Source: an optimization exercise on an open RTL-to-GDS flow (aim: small area). Production flows keep margins and buffers that such runs may drop.
RTL that was checked went through simulation tests only; none was proved equivalent to the original.
Power is estimated from default activity; no workload was simulated.

==> flow/design.v <==
`timescale 1ns / 1ps
`timescale 1ns / 1ps
module mips32_adder (
    input  [31:0] g,
    input  [31:0] p,
    input         cin,
    output [32:0] c
);
assign c[0] = cin;
genvar i;
generate
    for (i = 0; i < 32; i = i + 1) begin : ch
        assign c[i+1] = g[i] | (p[i] & c[i]);
    end
endgenerate
endmodule
`timescale 1ns / 1ps
`timescale 1ns / 1ps
`timescale 1ns / 1ps
`timescale 1ns / 1ps
`timescale 1ns / 1ps
`timescale 1ns / 1ps
module regfile_aoi3 (
    input  [2:0] s,
    input  [2:0] d,
    output       y
);
assign y = ~|(s & d);
endmodule
module regfile_rbit (
    input  [31:1] sel,
    input  [31:1] d,
    output        y
);
wire [10:0] n;
genvar j;
generate
    for (j = 0; j < 10; j = j + 1) begin : g
        regfile_aoi3 a (.s(sel[3*j+3:3*j+1]), .d(d[3*j+3:3*j+1]), .y(n[j]));
    end
endgenerate
assign n[10] = ~(sel[31] & d[31]);
assign y = ~&n;
endmodule
module regfile_rgroup (
    input  [3:0]   hn,
    input  [7:0]   ln,
    input  [247:0] d,       
    output [7:0]   y
);
wire [31:1] sel;
genvar k, b;
generate
    for (k = 1; k < 32; k = k + 1) begin : s
        assign sel[k] = ~(hn[k/8] | ln[k%8]);
    end
    for (b = 0; b < 8; b = b + 1) begin : c
        wire [31:1] col;
        for (k = 1; k < 32; k = k + 1) begin : e
            assign col[k] = d[8*(k-1)+b];
        end
        regfile_rbit r (.sel(sel), .d(col), .y(y[b]));
    end
endgenerate
endmodule
module register_mips32 (
    input         clk,
    input  [4:0]  ra1,
    input  [4:0]  ra2,
    input  [4:0]  wa,
    input         we,
    input  [31:0] wd,
    output [31:0] rd1,
    output [31:0] rd2
);
reg  [31:0] data [31:1];
genvar k, q, j;
generate
    for (k = 1; k < 32; k = k + 1) begin : r
        always @(posedge clk)
            if (we && wa == k)
                data[k] <= wd;
    end
endgenerate
wire [3:0] hn1, hn2;
wire [7:0] ln1, ln2;
generate
    for (j = 0; j < 4; j = j + 1) begin : ph
        assign hn1[j] = ~(ra1[4:3] == j);
        assign hn2[j] = ~(ra2[4:3] == j);
    end
    for (j = 0; j < 8; j = j + 1) begin : pl
        assign ln1[j] = ~(ra1[2:0] == j);
        assign ln2[j] = ~(ra2[2:0] == j);
    end
    for (q = 0; q < 4; q = q + 1) begin : grp
        wire [247:0] dq;
        for (k = 1; k < 32; k = k + 1) begin : e
            assign dq[8*(k-1)+7:8*(k-1)] = data[k][8*q+7:8*q];
        end
        regfile_rgroup p1 (.hn(hn1), .ln(ln1), .d(dq), .y(rd1[8*q+7:8*q]));
        regfile_rgroup p2 (.hn(hn2), .ln(ln2), .d(dq), .y(rd2[8*q+7:8*q]));
    end
endgenerate
endmodule
`timescale 1ns / 1ps
module misp_cpu_top (
    input clk,
    input reset,
    output [31:0] outp,
    output [31:0] pc_p,
    input  [31:0] instr,
    output [31:0] dmem_addr,
    output [31:0] dmem_wdata,
    output        dmem_we,
    input  [31:0] dmem_rdata
);
wire [31:0] IR = instr;
wire [5:0] op = IR[31:26];
wire [5:0] fn = IR[5:0];
reg  [29:0] W;
wire [29:0] W_next;
always @(posedge clk or posedge reset)
    if (reset)
        W <= 30'd0;
    else
        W <= W_next;
assign pc_p = {W, 2'b00};
wire op_R   = ~op[5] & ~op[3] & ~op[2] & ~op[1] & ~op[0];    
wire op_imm = ~op[5] & ~op[4] & op[3];                       
wire op_clz = op[4] & ~op[0];                                
wire is_se  = op[4] & op[0];                                 
wire op_lui = op_imm & op[2] & op[1] & op[0];                
wire r_sum = fn[5] & ~fn[3] & ~fn[2];     
wire r_log = fn[5] & ~fn[3] &  fn[2];     
wire r_slt = fn[5] &  fn[3];              
wire b_rt  = ~op[3] & ~op[5];
wire b_imm = (op_imm & ~op_lui) | op[5];
wire b_lui = op_lui;
wire inv = op_R   ? (fn[1] & ~fn[2]) :
           op_imm ? (op[1] & ~op[2]) :
           (op_clz & fn[0]);
wire uns = op_R ? fn[0] : op[0];
wire k_sum = (op_R & r_sum) | (op_imm & ~op[2] & ~op[1]);
wire k_slt = (op_R & r_slt) | (op_imm & ~op[2] &  op[1]);
wire k_log = (op_R & r_log) | (op_imm & op[2]);
wire k_sh  = (op_R & ~fn[5]) | is_se;
wire k_clz = op_clz;
wire k_ld  = op[5];
wire [1:0] lf = op_R ? fn[1:0] : op[1:0];
wire lf_nor = op_R & lf[1] & lf[0];
wire wen_base = op[5] ? ~op[3] : (op[3] | (op[2:0] == 3'b000));
wire ovf_chk  = (op_R & fn[5] & ~fn[3] & ~fn[2] & ~fn[0]) |
                (op_imm & ~op[2] & ~op[1] & ~op[0]);
wire wa_rd    = op[4] | ~(op[3] | op[5]);
wire is_j  = ~op[5] & ~op[3] & ~op[2] & op[1];
wire is_br = ~op[5] & ~op[3] & (op[2] | op[0]);
wire [31:0] A, T, res;
wire ovf;
register_mips32 regfile (
    .clk(clk),
    .ra1(IR[25:21]),
    .ra2(IR[20:16]),
    .wa(wa_rd ? IR[15:11] : IR[20:16]),
    .we(wen_base & ~(ovf_chk & ovf)),
    .wd(res),
    .rd1(A),
    .rd2(T)
);
wire [31:0] B = ({32{b_rt}} & T) |
                ({32{b_imm}} & {{16{IR[15]}}, IR[15:0]}) |
                ({32{b_lui}} & {IR[15:0], 16'd0});
wire [31:0] Bx = B ^ {32{inv}};
wire [31:0] p = A ^ Bx;
wire [31:0] g = A & Bx;
genvar i;
wire [32:0] c;
mips32_adder add (
    .g(g),
    .p(p),
    .cin(inv),
    .c(c)
);
wire [31:0] sum = p ^ c[31:0];
wire [31:0] o = p | g;
wire [31:0] logic_out = (lf == 2'b00) ? g :
                        (lf == 2'b10) ? p :
                        (o ^ {32{lf_nor}});
wire less = p[31] ? ~c[31] : (A[31] ^ uns);
assign ovf = ~p[31] & (c[31] ^ A[31]);
wire [15:0] z1, c1;
generate
    for (i = 0; i < 16; i = i + 1) begin : lz1
        assign z1[i] = ~p[2*i+1] & ~p[2*i];
        assign c1[i] = ~p[2*i+1];
    end
endgenerate
wire [7:0] z2;
wire [15:0] c2;
generate
    for (i = 0; i < 8; i = i + 1) begin : lz2
        assign z2[i] = z1[2*i+1] & z1[2*i];
        assign c2[2*i+1:2*i] = z1[2*i+1] ? {1'b1, c1[2*i]} : {1'b0, c1[2*i+1]};
    end
endgenerate
wire [3:0] z3;
wire [11:0] c3;
generate
    for (i = 0; i < 4; i = i + 1) begin : lz3
        assign z3[i] = z2[2*i+1] & z2[2*i];
        assign c3[3*i+2:3*i] = z2[2*i+1] ? {1'b1, c2[4*i+1:4*i]} : {1'b0, c2[4*i+3:4*i+2]};
    end
endgenerate
wire [1:0] z4;
wire [7:0] c4;
generate
    for (i = 0; i < 2; i = i + 1) begin : lz4
        assign z4[i] = z3[2*i+1] & z3[2*i];
        assign c4[4*i+3:4*i] = z3[2*i+1] ? {1'b1, c3[6*i+2:6*i]} : {1'b0, c3[6*i+5:6*i+3]};
    end
endgenerate
wire z5 = z4[1] & z4[0];
wire [4:0] c5 = z4[1] ? {1'b1, c4[3:0]} : {1'b0, c4[7:4]};
wire [5:0] cnt = {z5, c5 & {5{~z5}}};
wire eq = z5;
wire sh_var = fn[2];
wire left   = ~fn[1] & ~op[4];
wire arith  = fn[0];
wire rotf   = fn[1] & ~fn[0] & (fn[2] ? IR[6] : IR[21]);
wire [4:0] sh = sh_var ? A[4:0] : IR[10:6];
wire [4:0] sh_r = left ? (5'd0 - sh) : sh;
wire [4:0] ra = is_se ? 5'd0 : sh_r;
wire [4:0] mask_t = ~(sh ^ {1'b0, is_se, 3'b000});
wire fill = arith ? T[31] : is_se & (IR[9] ? T[15] : T[7]);
wire [31:0] s0 = ra[0] ? {T[0],     T[31:1]}   : T;
wire [31:0] s1 = ra[1] ? {s0[1:0],  s0[31:2]}  : s0;
wire [31:0] s2 = ra[2] ? {s1[3:0],  s1[31:4]}  : s1;
wire [31:0] s3 = ra[3] ? {s2[7:0],  s2[31:8]}  : s2;
wire [31:0] s4 = ra[4] ? {s3[15:0], s3[31:16]} : s3;
wire [31:0] tm, sh_out;
generate
    for (i = 0; i < 32; i = i + 1) begin : msk
        assign tm[i] = (i <= mask_t);
    end
    for (i = 0; i < 32; i = i + 1) begin : sho
        wire keep = rotf | (left ? tm[31-i] : tm[i]);
        assign sh_out[i] = keep ? s4[i] : fill;
    end
endgenerate
assign res = ({32{k_sum}} & sum) |
             ({32{k_log}} & logic_out) |
             ({32{k_sh}}  & sh_out) |
             ({32{k_ld}}  & dmem_rdata) |
             {26'd0, {6{k_clz}} & cnt} |
             {31'd0, k_slt & less};
wire sign = A[31];
wire cond = op[2] ? ((op[1] ? (sign | eq) : eq) ^ op[0]) : (sign ^ IR[16]);
wire taken = is_br & cond;
wire sx = ~op[2] & IR[15];
wire [16:0] inc_lo = {1'b0, W[15:0]} + 17'd1;
wire [16:0] tgt_lo = {1'b0, W[15:0]} + {1'b0, IR[15:0]} + 17'd1;
wire up = taken ? (tgt_lo[16] & ~sx) : inc_lo[16];
wire dn = taken & ~tgt_lo[16] & sx;
wire [13:0] w_hi = W[29:16];
wire [14:0] hc;
assign hc[0] = up | dn;
generate
    for (i = 0; i < 14; i = i + 1) begin : hic
        assign hc[i+1] = (w_hi[i] ^ dn) & hc[i];
    end
endgenerate
wire [13:0] n_hi = w_hi ^ hc[13:0];
assign W_next = is_j  ? {W[29:26], IR[25:0]} :
                {n_hi, taken ? tgt_lo[15:0] : inc_lo[15:0]};
assign outp = res;
assign dmem_addr = sum;
assign dmem_wdata = T;
assign dmem_we = op[5] & op[3];
endmodule
clock: 11.0 ns
lec_check: 0
cap_margin: 20
core_margin: 2
core_utilization: 55
setup_slack_margin: 0.2
slew_margin: 20
synth_hierarchical: 1
standard.sh (not shown) runs the stock make flow with config.mk's settings and CLKGATE_MAP_FILE= SYNTH_SCRIPT=/design/flow/synth_recipe.tcl, a recipe that flattens the netlist after the stock synthesis.
==> flow/flow/run.sh <==
#!/bin/bash
# Standard layout with: plain buffers on the ports (every port still gets its
# own buffer), and a clock tree with larger sink clusters and no dummy loads.
set -e
export BUFFER_PORTS_ARGS="-buffer_cell sky130_fd_sc_hd__buf_2"
export CTS_ARGS="-sink_clustering_enable -repair_clock_nets -sink_clustering_size 26 -sink_clustering_max_diameter 100 -sink_buffer_max_cap_derate 1.0 -buf_list sky130_fd_sc_hd__clkbuf_16 -dont_use_dummy_load"
bash standard.sh > standard.log 2>&1
Then changed:
--- a/flow/design.v
+++ b/flow/design.v
@@ -38,71 +38,41 @@
     for (j = 0; j < 10; j = j + 1) begin : g
         regfile_aoi3 a (.s(sel[3*j+3:3*j+1]), .d(d[3*j+3:3*j+1]), .y(n[j]));
     end
 endgenerate
 assign n[10] = ~(sel[31] & d[31]);
 assign y = ~&n;
-endmodule
-module regfile_rgroup (
-    input  [3:0]   hn,
-    input  [7:0]   ln,
-    input  [247:0] d,       
-    output [7:0]   y
-);
-wire [31:1] sel;
-genvar k, b;
-generate
-    for (k = 1; k < 32; k = k + 1) begin : s
-        assign sel[k] = ~(hn[k/8] | ln[k%8]);
-    end
-    for (b = 0; b < 8; b = b + 1) begin : c
-        wire [31:1] col;
-        for (k = 1; k < 32; k = k + 1) begin : e
-            assign col[k] = d[8*(k-1)+b];
-        end
-        regfile_rbit r (.sel(sel), .d(col), .y(y[b]));
-    end
-endgenerate
 endmodule
 module register_mips32 (
     input         clk,
     input  [4:0]  ra1,
     input  [4:0]  ra2,
     input  [4:0]  wa,
     input         we,
     input  [31:0] wd,
     output [31:0] rd1,
     output [31:0] rd2
 );
 reg  [31:0] data [31:1];
-genvar k, q, j;
+wire [31:1] s1, s2;
+genvar k, b;
 generate
     for (k = 1; k < 32; k = k + 1) begin : r
         always @(posedge clk)
             if (we && wa == k)
                 data[k] <= wd;
-    end
-endgenerate
-wire [3:0] hn1, hn2;
-wire [7:0] ln1, ln2;
-generate
-    for (j = 0; j < 4; j = j + 1) begin : ph
-        assign hn1[j] = ~(ra1[4:3] == j);
-        assign hn2[j] = ~(ra2[4:3] == j);
-    end
-    for (j = 0; j < 8; j = j + 1) begin : pl
-        assign ln1[j] = ~(ra1[2:0] == j);
-        assign ln2[j] = ~(ra2[2:0] == j);
-    end
-    for (q = 0; q < 4; q = q + 1) begin : grp
-        wire [247:0] dq;
+        assign s1[k] = (ra1 == k);
+        assign s2[k] = (ra2 == k);
+    end
+    for (b = 0; b < 32; b = b + 1) begin : c
+        wire [31:1] col;
         for (k = 1; k < 32; k = k + 1) begin : e
-            assign dq[8*(k-1)+7:8*(k-1)] = data[k][8*q+7:8*q];
+            assign col[k] = data[k][b];
         end
-        regfile_rgroup p1 (.hn(hn1), .ln(ln1), .d(dq), .y(rd1[8*q+7:8*q]));
-        regfile_rgroup p2 (.hn(hn2), .ln(ln2), .d(dq), .y(rd2[8*q+7:8*q]));
+        regfile_rbit p1 (.sel(s1), .d(col), .y(rd1[b]));
+        regfile_rbit p2 (.sel(s2), .d(col), .y(rd2[b]));
     end
 endgenerate
 endmodule
 `timescale 1ns / 1ps
 module misp_cpu_top (
     input clk,
Wire length decreases by a few percent.
Worst setup slack gains 30 ps.
Clock-buffer cell count stays the same.
Global-route usage increases by 0.58 points.
Synthesized cell count decreases by roughly a tenth.
Power decreases slightly.
Non-clock buffer count increases by 49.
Core utilization increases by 1.4 points.
Sequential share of layout area increases by 0.82 points.
Critical path depth increases by 1.
No functional check of the RTL was part of the first run of this note.

## re-timing with driven ports
The results above use ideal ports. As a check the final layouts listed here were re-extracted and re-timed, cells and wires unchanged.
Step 1 (the two cells are an assumption about what drives the block):
set clk [get_ports {clk}]
set_driving_cell -lib_cell sky130_fd_sc_hd__clkbuf_16 $clk
set_driving_cell -lib_cell sky130_fd_sc_hd__buf_2 [delete_from_list [all_inputs] $clk]
Step 2 also shifts input and output timing later by t, the mid clock arrival at the registers, as if the neighbouring blocks saw the same clock.
a / b / c = no drivers / after step 1 / after step 2; a / b = the first two.
run	shift t [ns]	setup slack, ns	worst hold slack (ns)	latest minus earliest clock arrival (ns)	worst slew at a driven data input, ns
the first run	0.722	0.170 / 0.107 / 0.107	0.480 / 0.480 / 0.480	0.095 / 0.095	0.15
the second run	0.689	0.200 / 0.154 / 0.154	0.487 / 0.487 / 0.487	0.081 / 0.080	0.09
After both steps every run listed still meets setup and hold. The setup slack of the first run, which loses most, moves by -0.063 ns with the drivers and by -0.063 ns with both steps.
